Context: an optimization exercise on an open-source flow, tuned for small area. The choices shown serve that exercise and are no tape-out recipe. Where RTL was checked, it was by simulation tests only, not by an equivalence proof against the original. The RTL of run 2 was laid out without a check of its function. Power figures rest on the tool's default switching activity, not on a simulated workload.

==> flow/design.v <==
module top_module (
    input sys_clk,
    input sys_rst_n,
    output CA,
    output CB,
    output CC,
    output CD,
    output CE,
    output CF,
    output CG,
    output DP,
    output [7:0] AN,
    output R_out,
    output G_out,
    output B_out
);
    reg [4:0] r;
    reg [1:0] q;
    reg [2:0] b;
    reg [6:0] y;
    reg       x;
    reg [1:0] col;    
    reg [3:0] c;      
    wire [5:0] r_inc = {1'b0, r} + 6'd1;
    wire       cr = r_inc[5];
    wire [2:0] q_inc = {1'b0, q} + {2'b0, cr};
    wire       cq = q_inc[2];
    wire [3:0] b_inc = {1'b0, b} + {3'b0, cq};
    wire       cb = b_inc[3];
    wire [7:0] y_inc = {1'b0, y} + {7'b0, cb};
    wire       cy = y_inc[7];
    wire red    = (col == 2'd0);
    wire yellow = (col == 2'd1);
    wire green  = (col == 2'd2);
    always @(posedge sys_clk or negedge sys_rst_n) begin
        if (!sys_rst_n) begin
            r <= 5'd7;
            q <= 2'd0;
            b <= 3'd3;
            y <= 7'd28;
            x <= 1'b0;
            col <= 2'd0;
            c <= 4'd10;
        end else begin
            r <= r_inc[4:0] | {2'b0, {3{cr}}};
            q <= q_inc[1:0];
            b <= b_inc[2:0] | {1'b0, {2{cb}}};
            y <= y_inc[6:0] | {2'b0, {3{cy}}, 2'b0};
            x <= x ^ cy;
            if (cy) begin
                if (c == 4'd1) begin
                    c <= red ? 4'd5 : 4'd10;
                    col <= red ? 2'd1 : yellow ? 2'd2 : 2'd0;
                end else begin
                    c <= c - 4'd1;
                end
            end
        end
    end
    wire pwm50 = ~q[1];
    wire pwm25 = ~q[1] & ~q[0];
    assign R_out = (red & pwm50) | (yellow & pwm25);
    assign G_out = (green & pwm50) | (yellow & pwm25);
    assign B_out = 1'b0;
    wire [2:0] d = {~(y[2] ^ x), y[1:0]};
    reg [3:0] digit;
    always @(*) begin
        case (d)
            3'd0: digit = (c == 4'd10) ? 4'd0 : c;
            3'd1: digit = (c == 4'd10) ? 4'd1 : 4'd0;
            default: digit = 4'hf;
        endcase
    end
    reg [7:0] seg;
    always @(*) begin
        case (digit)
            4'h0: seg = 8'b00000011;
            4'h1: seg = 8'b10011111;
            4'h2: seg = 8'b00100101;
            4'h3: seg = 8'b00001101;
            4'h4: seg = 8'b10011001;
            4'h5: seg = 8'b01001001;
            4'h6: seg = 8'b01000001;
            4'h7: seg = 8'b00011111;
            4'h8: seg = 8'b00000001;
            4'h9: seg = 8'b00001001;
            default: seg = 8'b11111111;
        endcase
    end
    assign {CA, CB, CC, CD, CE, CF, CG, DP} = seg;
    assign AN = ~(8'b1 << d);
endmodule
==> flow/run.sh <==
#!/bin/bash
# synth_recipe.tcl (not shown) runs the flow's synth.tcl, then flattens the netlist and writes it again
# the make line also repeats each setting of config.mk as NAME=value (left out here)
make -C /OpenROAD-flow-scripts/flow DESIGN_CONFIG=/design/flow/config.mk WORK_HOME=/design/flow/orfs CLKGATE_MAP_FILE= SYNTH_SCRIPT=/design/flow/synth_recipe.tcl finish
==> flow/config.mk <==
export PLATFORM = sky130hd
export DESIGN_NAME = top_module
export DESIGN_NICKNAME = top_module
export VERILOG_FILES = /design/flow/design.v
export SDC_FILE = /design/flow/constraint.sdc
export NUM_CORES = 4
export LEC_CHECK = 0
export CAP_MARGIN = 20
export CORE_MARGIN = 2
export CORE_UTILIZATION = 40
export SLEW_MARGIN = 20
==> flow/constraint.sdc <==
create_clock -name core_clock -period 10.0 [get_ports {sys_clk}]
set_input_delay 2.0000 -clock core_clock [delete_from_list [all_inputs] [get_ports {sys_clk}]]
set_output_delay 2.0000 -clock core_clock [all_outputs]
set_load 0.01 [all_outputs]
==> results.sh, run 1 <==
export IMPL_synth_seq_cells=24
export IMPL_pwr_share_seq_pct=53.0
export IMPL_p_sw_mw=0.03260
export IMPL_synthAdderAreaFrac_pct=12.74
export IMPL_max_freq_mhz=197.5
export IMPL_cp_cell_sequence="ha_1, nor2b_1, nand3_1, and3_1, ha_1, or3_1, o211ai_1, a211o_1, clkdlybuf4s50_1"
export IMPL_overflow=0
export IMPL_crit_path_end_kind="output pin"
export IMPL_combPwrFrac_pct=1.2
export IMPL_firstDrtPassIters=4
export IMPL_yosysWarningCount=1
export IMPL_yosysTopAreaCell="dfrtp_1"
export IMPL_regArea_um2=613.1
export IMPL_fin_area_um2=1839
export IMPL_final_hold_violation_count=0
export IMPL_vias_per_cell=5.040
export IMPL_netlist_instances=164
export IMPL_root_buffer="clkbuf_8"
export IMPL_critPathMostFrequentCell="ha_1"
export IMPL_cts_repair_resized=0
export IMPL_slew_headroom_pct=65.44
export IMPL_die_height_um=66.68
export IMPL_grt_total_usage_pct=14.57
export IMPL_area_growth_pct=17.04
export IMPL_cp_required_ns=8.00
export IMPL_die_x_um=66.68
export IMPL_wl_um=2803
export IMPL_post_route_util_pct=49.49
export IMPL_whs_ns=0.4765
export IMPL_gp_congestion=0.8339
export IMPL_ant_nets=0
export IMPL_p_int_mw=0.1508
export IMPL_status="finished clean"
export IMPL_swShare_pct=17.78
export IMPL_placed_cell_area_um2=1773
export IMPL_drc=0
export IMPL_path_delay_family="simple AND/OR/NAND/NOR gates"
export IMPL_synth_nets=182
export IMPL_power_density_nw_per_um2=99.72
export IMPL_cp_max_fo=7
export IMPL_dieArea_um2=4446
export IMPL_clockPowerShare_pct=45.8
export IMPL_cp_start_kind="flip-flop"
export IMPL_diodes=0
export IMPL_finalCritPeriodShare_pct=50.65
export IMPL_grt_pass1_vias=1153
export IMPL_cts_hold_buffers=0
export IMPL_yosysUniqueCellTypes=39
export IMPL_multi_input_area_um2=893.4
export IMPL_fin_skew_ns=0.002374
export IMPL_p_total_mw=0.1834
export IMPL_muxShareOfSynthArea_pct=3.424
export IMPL_slew_violations=0
export IMPL_portBuffers=18
export IMPL_synthXorXnorAreaFrac_pct=6.608
export IMPL_clk_pin_slew_ns=0.08
export IMPL_rows=22
export IMPL_cts_path_max_buffers=2
export IMPL_dp_hpwl_um=2096
export IMPL_io_pins=21
export IMPL_cp_num_buf_inv=1
export IMPL_cts_tree="built"
export IMPL_antenna_found_initial=0
export IMPL_synth_top_family_by_area="simple AND/OR/NAND/NOR gates"
export IMPL_cp_slowest_stage_delay_ns=0.59
export IMPL_period_needed_ns=5.065
export IMPL_crit_type="flip-flop to output pin"
export IMPL_initial_utilization_pct=42.29
export IMPL_crit_arrival_ns=3.06
export IMPL_rsz0062_at_grt="false"
export IMPL_slowest_stage="dfstp_2"
export IMPL_hold_class="flip-flop to flip-flop"
export IMPL_synth_top_area_share_pct=22.29
export IMPL_cts_buffers=3
export IMPL_clk_latency_ns=0.26
export IMPL_power_leakage_nw=0.8377
export IMPL_vias=1144
export IMPL_core_um2=3716
export IMPL_yosys_area_share_simple_pct=24.12
export IMPL_fillers=346
export IMPL_wl_per_cell_um=12.35
export IMPL_cts_sinks=24
export IMPL_cts_max_level=1
export IMPL_syn_area_um2=1572
export IMPL_peakVddDrop_mv=0.06971
export IMPL_synth_compound_area_share_pct=9.475
export IMPL_max_cap_violations=0
export IMPL_drive_gt1_share_pct=13.41
export IMPL_cts_setup_buffers=0
export IMPL_avgSynthCellArea_um2=9.582
export IMPL_grt_pass1_wl_um=4968
export IMPL_tns_ns=0
export IMPL_layout_nets=198
export IMPL_worst_slew_pin_slew_ns=0.5184
export IMPL_detail_route_iter0_violations=73
export IMPL_ys_seq_area_share_pct=39.01
export IMPL_finalSetupViolCount=0
export IMPL_synth_area_top_cells="dfrtp_1 22%, dfstp_2 17%, ha_1 13%, xnor2_1 4.5%, nand2_1 3.6%"
export IMPL_grt_max_degree=25
-- per-layer routing --
metal,GRT usage [%],vias to the layer above,share of wire (%)
li1,-,588,-
met1,17.91,532,47
met2,25.62,20,49
met3,1.520,4,2.7
met4,6.378,0,1.4
met5,0,-,0
-- registers in the layout, indices dropped and copies added, names as in the netlist --
signal / flops
y: 7
col: 2
r: 5
x: 1
c: 4
q: 2
b: 3
-- worst paths after layout --
kind	startpoint	endpoint	slack [ns]	cells after the start
min in group asynchronous	sys_rst_n	q[0]$_DFF_PN0_	1.70	1
hold / removal	y[5]$_DFF_PN0_	y[5]$_DFF_PN0_	0.48	1
setup reg to reg	r[2]$_DFF_PN1_	col[0]$_DFFE_PN0P_	7.22	11
max in group asynchronous	sys_rst_n	c[1]$_DFFE_PN1P_	7.94	1
hold reg to reg	y[5]$_DFF_PN0_	y[5]$_DFF_PN0_	0.48	1
setup / recovery	c[1]$_DFFE_PN1P_	CE	4.94	9
-- cells by family (layout without fill, tap and decap cells) --
kind of cell | after synthesis | after routing
fa+ha+maj | 16 | 16
buf+inv | 14 | 29
other cells | 2 | 2
xor+xnor | 11 | 11
compound gates | 25 | 25
flops | 24 | 24
simple gates | 67 | 67
mux | 5 | 5
-- cells in the mapped netlist --
master and count:
mux2_2 3, nand2b_1 7, nor2_1 9, conb_1 2
clkbuf_1 1, and3_1 2, or3_1 2, nor2b_1 5
o211ai_1 2, inv_1 7, nand3_1 10, o21ai_0 9
ha_1 16, buf_2 4, or2_2 2, nand2_1 15
o41ai_1 1, nor3b_1 2, nor3_1 3, nor3_4 1
o22a_1 1, a21oi_1 8, a211oi_1 2, xnor2_2 1
xnor2_1 8, nor4_1 1, nand4_1 1, buf_4 2
dfstp_2 10, xor2_1 2, nand3b_1 2, nand4_4 1
a21boi_0 1, or4_1 1, mux2i_1 2, dfrtp_1 14
and4_4 1, and2_1 2, a211o_1 1
-- layout make-up --
| cell class | instances | share of cell area, % |
|---|---|---|
| multi-input cells | 126 | 48.57 |
| flip-flops and latches | 24 | 33.33 |
| inverters | 7 | 1.429 |
| repair buffers | 18 | 9.524 |
| clock buffers | 3 | 2.245 |
| clock inverters | 1 | 1.633 |
| well taps | 48 | 3.265 |
-- power by group through the flow --
stage | sequential [mW] | clock, mW | combinational (mW)
CTS | 0.0972 | 0.0866 | 0.00262
floorplan | 0.0990 | 0 | 0.000906
finish | 0.0972 | 0.0840 | 0.00224
global route | 0.0972 | 0.0914 | 0.00270
detailed placement | 0.0989 | 0 | 0.00263
global placement | 0.0989 | 0 | 0.00255
-- per-stage QoR --
step	cells	worst slack (ns)
floorplan	164	5.905
global placement	223	5.298
detailed placement	223	5.245
CTS	227	4.929
global route	227	4.677
finish	227	4.935
-- cells in the final DEF (no fill, tap or decap), types with 2 or more instances in the layout --
cell type	instances
clkdlybuf4s50_1	17
ha_1	16
nand2_1	15
dfrtp_1	14
nand3_1	10
dfstp_2	10
nor2_1	9
o21ai_0	9
xnor2_1	8
a21oi_1	8
inv_1	7
nand2b_1	7
nor2b_1	5
nor3_1	3
mux2_2	3
clkbuf_8	3
and3_1	2
nand3b_1	2
and2_1	2
or3_1	2
o211ai_1	2
nor3b_1	2
mux2i_1	2
or2_2	2
xor2_1	2
a211oi_1	2
conb_1	2
==> run 2, diff against run 1 <==
==> flow/design.v (replaced) <==
module top_module (
    input sys_clk,
    input sys_rst_n,
    output CA,
    output CB,
    output CC,
    output CD,
    output CE,
    output CF,
    output CG,
    output DP,
    output [7:0] AN,
    output R_out,
    output G_out,
    output B_out
);
    reg [4:0] r;
    reg [1:0] q;
    reg [2:0] b;
    reg [7:0] s;
    reg [4:0] p;
    wire r_wrap = (r == 5'd24);
    wire q_wrap = r_wrap & (q == 2'd3);
    wire b_wrap = q_wrap & (b == 3'd4);
    wire s_hit  = (s == 8'd99) | (s == 8'd199);
    always @(posedge sys_clk or negedge sys_rst_n) begin
        if (!sys_rst_n) begin
            r <= 5'd0;
            q <= 2'd0;
            b <= 3'd0;
            s <= 8'd0;
            p <= 5'd0;
        end else begin
            r <= r_wrap ? 5'd0 : r + 5'd1;
            if (r_wrap) q <= q + 2'd1;
            if (q_wrap) b <= (b == 3'd4) ? 3'd0 : b + 3'd1;
            if (b_wrap) begin
                s <= (s == 8'd199) ? 8'd0 : s + 8'd1;
                if (s_hit) p <= (p == 5'd24) ? 5'd0 : p + 5'd1;
            end
        end
    end
    wire red    = (p < 5'd10);
    wire yellow = (p >= 5'd10) & (p < 5'd15);
    wire green  = (p >= 5'd15);
    wire pwm50 = ~q[1];
    wire pwm25 = (q == 2'd0);
    assign R_out = (red & pwm50) | (yellow & pwm25);
    assign G_out = (green & pwm50) | (yellow & pwm25);
    assign B_out = 1'b0;
    reg [3:0] ones;
    reg       tens;
    always @(*) begin
        tens = 1'b0;
        if (red) begin
            if (p == 5'd0) begin ones = 4'd0; tens = 1'b1; end
            else ones = 4'd10 - p[3:0];
        end else if (yellow) begin
            ones = 4'd15 - p[3:0];
        end else begin
            if (p == 5'd15) begin ones = 4'd0; tens = 1'b1; end
            else ones = 5'd25 - p;
        end
    end
    wire [2:0] d = s[2:0];
    reg [3:0] digit;
    always @(*) begin
        case (d)
            3'd0: digit = ones;
            3'd1: digit = {3'b000, tens};
            default: digit = 4'hf;
        endcase
    end
    reg [7:0] seg;
    always @(*) begin
        case (digit)
            4'h0: seg = 8'b00000011;
            4'h1: seg = 8'b10011111;
            4'h2: seg = 8'b00100101;
            4'h3: seg = 8'b00001101;
            4'h4: seg = 8'b10011001;
            4'h5: seg = 8'b01001001;
            4'h6: seg = 8'b01000001;
            4'h7: seg = 8'b00011111;
            4'h8: seg = 8'b00000001;
            4'h9: seg = 8'b00001001;
            default: seg = 8'b11111111;
        endcase
    end
    assign {CA, CB, CC, CD, CE, CF, CG, DP} = seg;
    assign AN = ~(8'b1 << d);
endmodule
==> results.sh, run 2 <==
export IMPL_fillers=465
export IMPL_layout_nets=271
export IMPL_grt_max_degree=24
export IMPL_reg2reg_from="r[0]$_DFF_PN0_"
export IMPL_synthTopCellsByCount="25 x ha_1, 23 x dfrtp_1, 23 x nand2_1"
export IMPL_worstHoldStart="r[0]$_DFF_PN0_"
export IMPL_gp_congestion=0.8772
export IMPL_clk_latency_ns=0.26
export IMPL_layout_common_cells="25 x ha_1, 23 x nand2_1, 23 x dfrtp_1"
export IMPL_max_freq_mhz=182.5
export IMPL_whs_path_depth=1
export IMPL_reg_top3="s (8), p (5), r (5)"
export IMPL_crit_arrival_ns=3.48
export IMPL_antenna_found_initial=0
export IMPL_tns_ns=0
export IMPL_cts_hold_buffers=0
export IMPL_peakVddDrop_mv=0.07163
export IMPL_regToRegSetupSlack_ns=7.87
export IMPL_netlist_instances=228
export IMPL_layout_commonest_cell="ha_1"
export IMPL_synth_area_top_cells="dfrtp_1 30%, ha_1 16%, o21ai_0 5.4%, nand2_1 4.4%, inv_1 3.7%"
export IMPL_slew_violations=0
export IMPL_fin_ws_ns=4.519
export IMPL_ys_seq_area_share_pct=29.58
export IMPL_ant_nets=0
export IMPL_drc=0
export IMPL_cp_required_ns=8.00
export IMPL_wl_met3_um=115
export IMPL_area_growth_pct=12.60
export IMPL_period_needed_ns=5.481
export IMPL_yosysWarningCount=1
export IMPL_r2r_cells=8
export IMPL_final_hold_violation_count=0
export IMPL_pwr_share_seq_pct=61.3
export IMPL_combPwrFrac_pct=1.4
export IMPL_dr_wl_met2_um=1923
export IMPL_post_synth_top_count_cell="ha_1"
export IMPL_clk_pin_slew_ns=0.08
export IMPL_cts_path_max_buffers=2
export IMPL_io_pins=21
export IMPL_core_um2=4692
export IMPL_cts_setup_buffers=0
export IMPL_synthArstFlopShare_pct=100.0
export IMPL_drt_met1_wl_um=1813
export IMPL_p_total_mw=0.1515
export IMPL_power_leakage_nw=0.9398
export IMPL_vias_per_cell=5.465
export IMPL_firstDrtPassIters=4
export IMPL_cts_repair_resized=0
export IMPL_cts_max_level=1
export IMPL_cts_sinks=23
export IMPL_p_sw_mw=0.03013
export IMPL_finalCritPeriodShare_pct=54.81
export IMPL_top_layer_used="met4"
export IMPL_grt_total_usage_pct=15.83
export IMPL_vias=1623
export IMPL_cp_max_fo=9
export IMPL_clockPowerShare_pct=37.3
export IMPL_hold_class="flip-flop to flip-flop"
export IMPL_min_to="r[0]$_DFF_PN0_"
export IMPL_initial_utilization_pct=41.47
export IMPL_die_x_um=73.74
export IMPL_wl_um=3893
export IMPL_dieArea_um2=5438
export IMPL_drive_gt1_share_pct=7.407
export IMPL_synth_nets=255
export IMPL_ys_flop_type="dfrtp_1"
export IMPL_syn_area_um2=1946
export IMPL_crit_type="flip-flop to output pin"
export IMPL_place_ws_ns=4.804
export IMPL_synth_top_area_share_pct=29.58
export IMPL_finalSetupViolCount=0
export IMPL_fin_skew_ns=0.003849
export IMPL_wl_per_cell_um=13.11
export IMPL_largest_register_ffs=8
export IMPL_portBuffers=18
export IMPL_rsz0062_at_grt="false"
export IMPL_swShare_pct=19.89
export IMPL_power_density_nw_per_um2=69.16
export IMPL_cts_buffers=3
export IMPL_top_register="s"
export IMPL_grt_pass1_wl_um=6893
export IMPL_crit_path_end_kind="output pin"
export IMPL_root_buffer="clkbuf_8"
export IMPL_grt_pass1_vias=1572
export IMPL_p_int_mw=0.1214
export IMPL_cp_startpoint="p[0]$_DFFE_PN0P_"
export IMPL_die_height_um=73.74
export IMPL_max_cap_violations=0
export IMPL_dp_hpwl_um=3020
export IMPL_slew_headroom_pct=65.30
export IMPL_detail_route_iter0_violations=98
export IMPL_cp_start_kind="flip-flop"
export IMPL_overflow=0
export IMPL_cts_tree="built"
export IMPL_yosysTopAreaCell="dfrtp_1"
export IMPL_synth_edf_count=0
export IMPL_diodes=0
export IMPL_rows=25
export IMPL_synth_seq_cells=23
export IMPL_worst_slew_pin_slew_ns=0.5186
export IMPL_status="finished clean"
export IMPL_r2r_end="p[3]$_DFFE_PN0P_"
export IMPL_yosysUniqueCellTypes=49
export IMPL_avgSynthCellArea_um2=8.533
-- run 2: cell types whose count changed after synthesis, moves of 3 or more --
| cell | before | now |
|---|---|---|
| nand2_1 | 15 | 23 |
| a21oi_1 | 8 | 12 |
| dfstp_2 | 10 | 0 |
| nor2_1 | 9 | 18 |
| nor2b_1 | 5 | 1 |
| o21ai_0 | 9 | 21 |
| o31ai_1 | 0 | 3 |
| inv_1 | 7 | 19 |
| nand3_1 | 10 | 13 |
| dfrtp_1 | 14 | 23 |
| a31oi_1 | 0 | 5 |
| nand2b_1 | 7 | 4 |
| ha_1 | 16 | 25 |
| xnor2_1 | 8 | 4 |
-- run 2: metrics by stage --
stage                     utilization, %  hold slack, ns  instance area [um^2]  std cells
after floorplan                        -          0.4506                  1946        228
after global placement             45.84          0.4857                  2151        293
after detailed placement           45.84          0.4872                  2151        293
after CTS                          46.80          0.4994                  2196        297
after global routing               46.69          0.5290                  2191        297
final                              46.69          0.4944                  2191        297
-- run 2: cell type report --
| class | instances | area, um^2 | area share [%] |
|---|---|---|---|
| multi-input cells | 179 | 1256 | 57.34 |
| repair buffers | 18 | 175.2 | 7.995 |
| clock buffers | 4 | 45.04 | 2.056 |
| flip-flops and latches | 23 | 575.6 | 26.27 |
| inverters | 19 | 71.32 | 3.255 |
| well taps | 54 | 67.56 | 3.084 |
-- run 2: power groups by stage --
stage          Clock (mW)  Combinational, mW  Sequential [mW]
6_report           0.0565            0.00218           0.0929
5_1_grt            0.0619            0.00274           0.0929
4_1_cts            0.0589            0.00257           0.0929
3_5_place_dp            0            0.00258           0.0948
3_3_place_gp            0            0.00259           0.0948
2_1_floorplan           0           0.000906           0.0948
-- run 2: worst max path at each step --
stage               to  slack (ns)  depth (start not counted)
global placement    CB        4.89                         11
global route        CE        4.31                         12
floorplan           CB        5.57                         10
detailed placement  CB        4.80                         11
CTS                 CB        4.51                         11
finish              CB        4.52                         11
-- run 2: worst max-delay path: stages, from the launching register on --
cell	delay, ns
dfrtp_1	0.48
ha_1	0.30
and3_1	0.20
ha_1	0.24
o21ba_2	0.26
nor2_1	0.04
o211ai_1	0.37
and2_1	0.24
ha_1	0.25
o21ai_0	0.16
o21a_1	0.14
clkdlybuf4s50_1	0.53
-- run 2: cell families (layout without fill, tap and decap cells) --
family | Yosys count | count (layout) | synth area share (%)
compound gates | 57 | 57 | 20.84
flops | 23 | 23 | 29.58
buf+inv | 26 | 41 | 5.852
xor+xnor | 6 | 6 | 2.701
other cells | 2 | 2 | 0.3860
mux | 4 | 4 | 2.122
fa+ha+maj | 25 | 25 | 16.08
simple gates | 85 | 85 | 22.44
-- run 2: routing by layer --
| layer | vias to the layer above | global-route usage, % |
|---|---|---|
| li1 | 818 | - |
| met1 | 772 | 21.17 |
| met2 | 29 | 26.59 |
| met3 | 4 | 1.783 |
| met4 | 0 | 5.051 |
| met5 | - | 0 |

[port drivers added, routing unchanged]
How much do the figures lean on ideal ports? The routed layouts below were timed once more, with nothing changed but the port constraints. Step 1 assumes that a clkbuf_16 drives the clock port and a buf_2 every other input. Step 2 adds t to the input delays and takes it off the output delays; t is the mean of the earliest and latest rising clock arrival at the registers after step 1. Input paths then give back, and output paths get back, about the clock's delay inside the block. Three values: ideal ports, drivers, drivers and shift; two values: the first two.
| run | t, ns | setup WS [ns] | hold WS [ns] | worst slew at a driven data input, ns | pins driven straight from the clock port |
|---|---|---|---|---|---|
| run 1 | 0.286 | 4.935 / 4.912 / 5.198 | 0.476 / 0.476 / 0.476 | 0.02 | 1 |
| run 2 | 0.279 | 4.519 / 4.495 / 4.774 | 0.494 / 0.494 / 0.494 | 0.02 | 1 |
After both steps setup and hold are still met in every run listed.
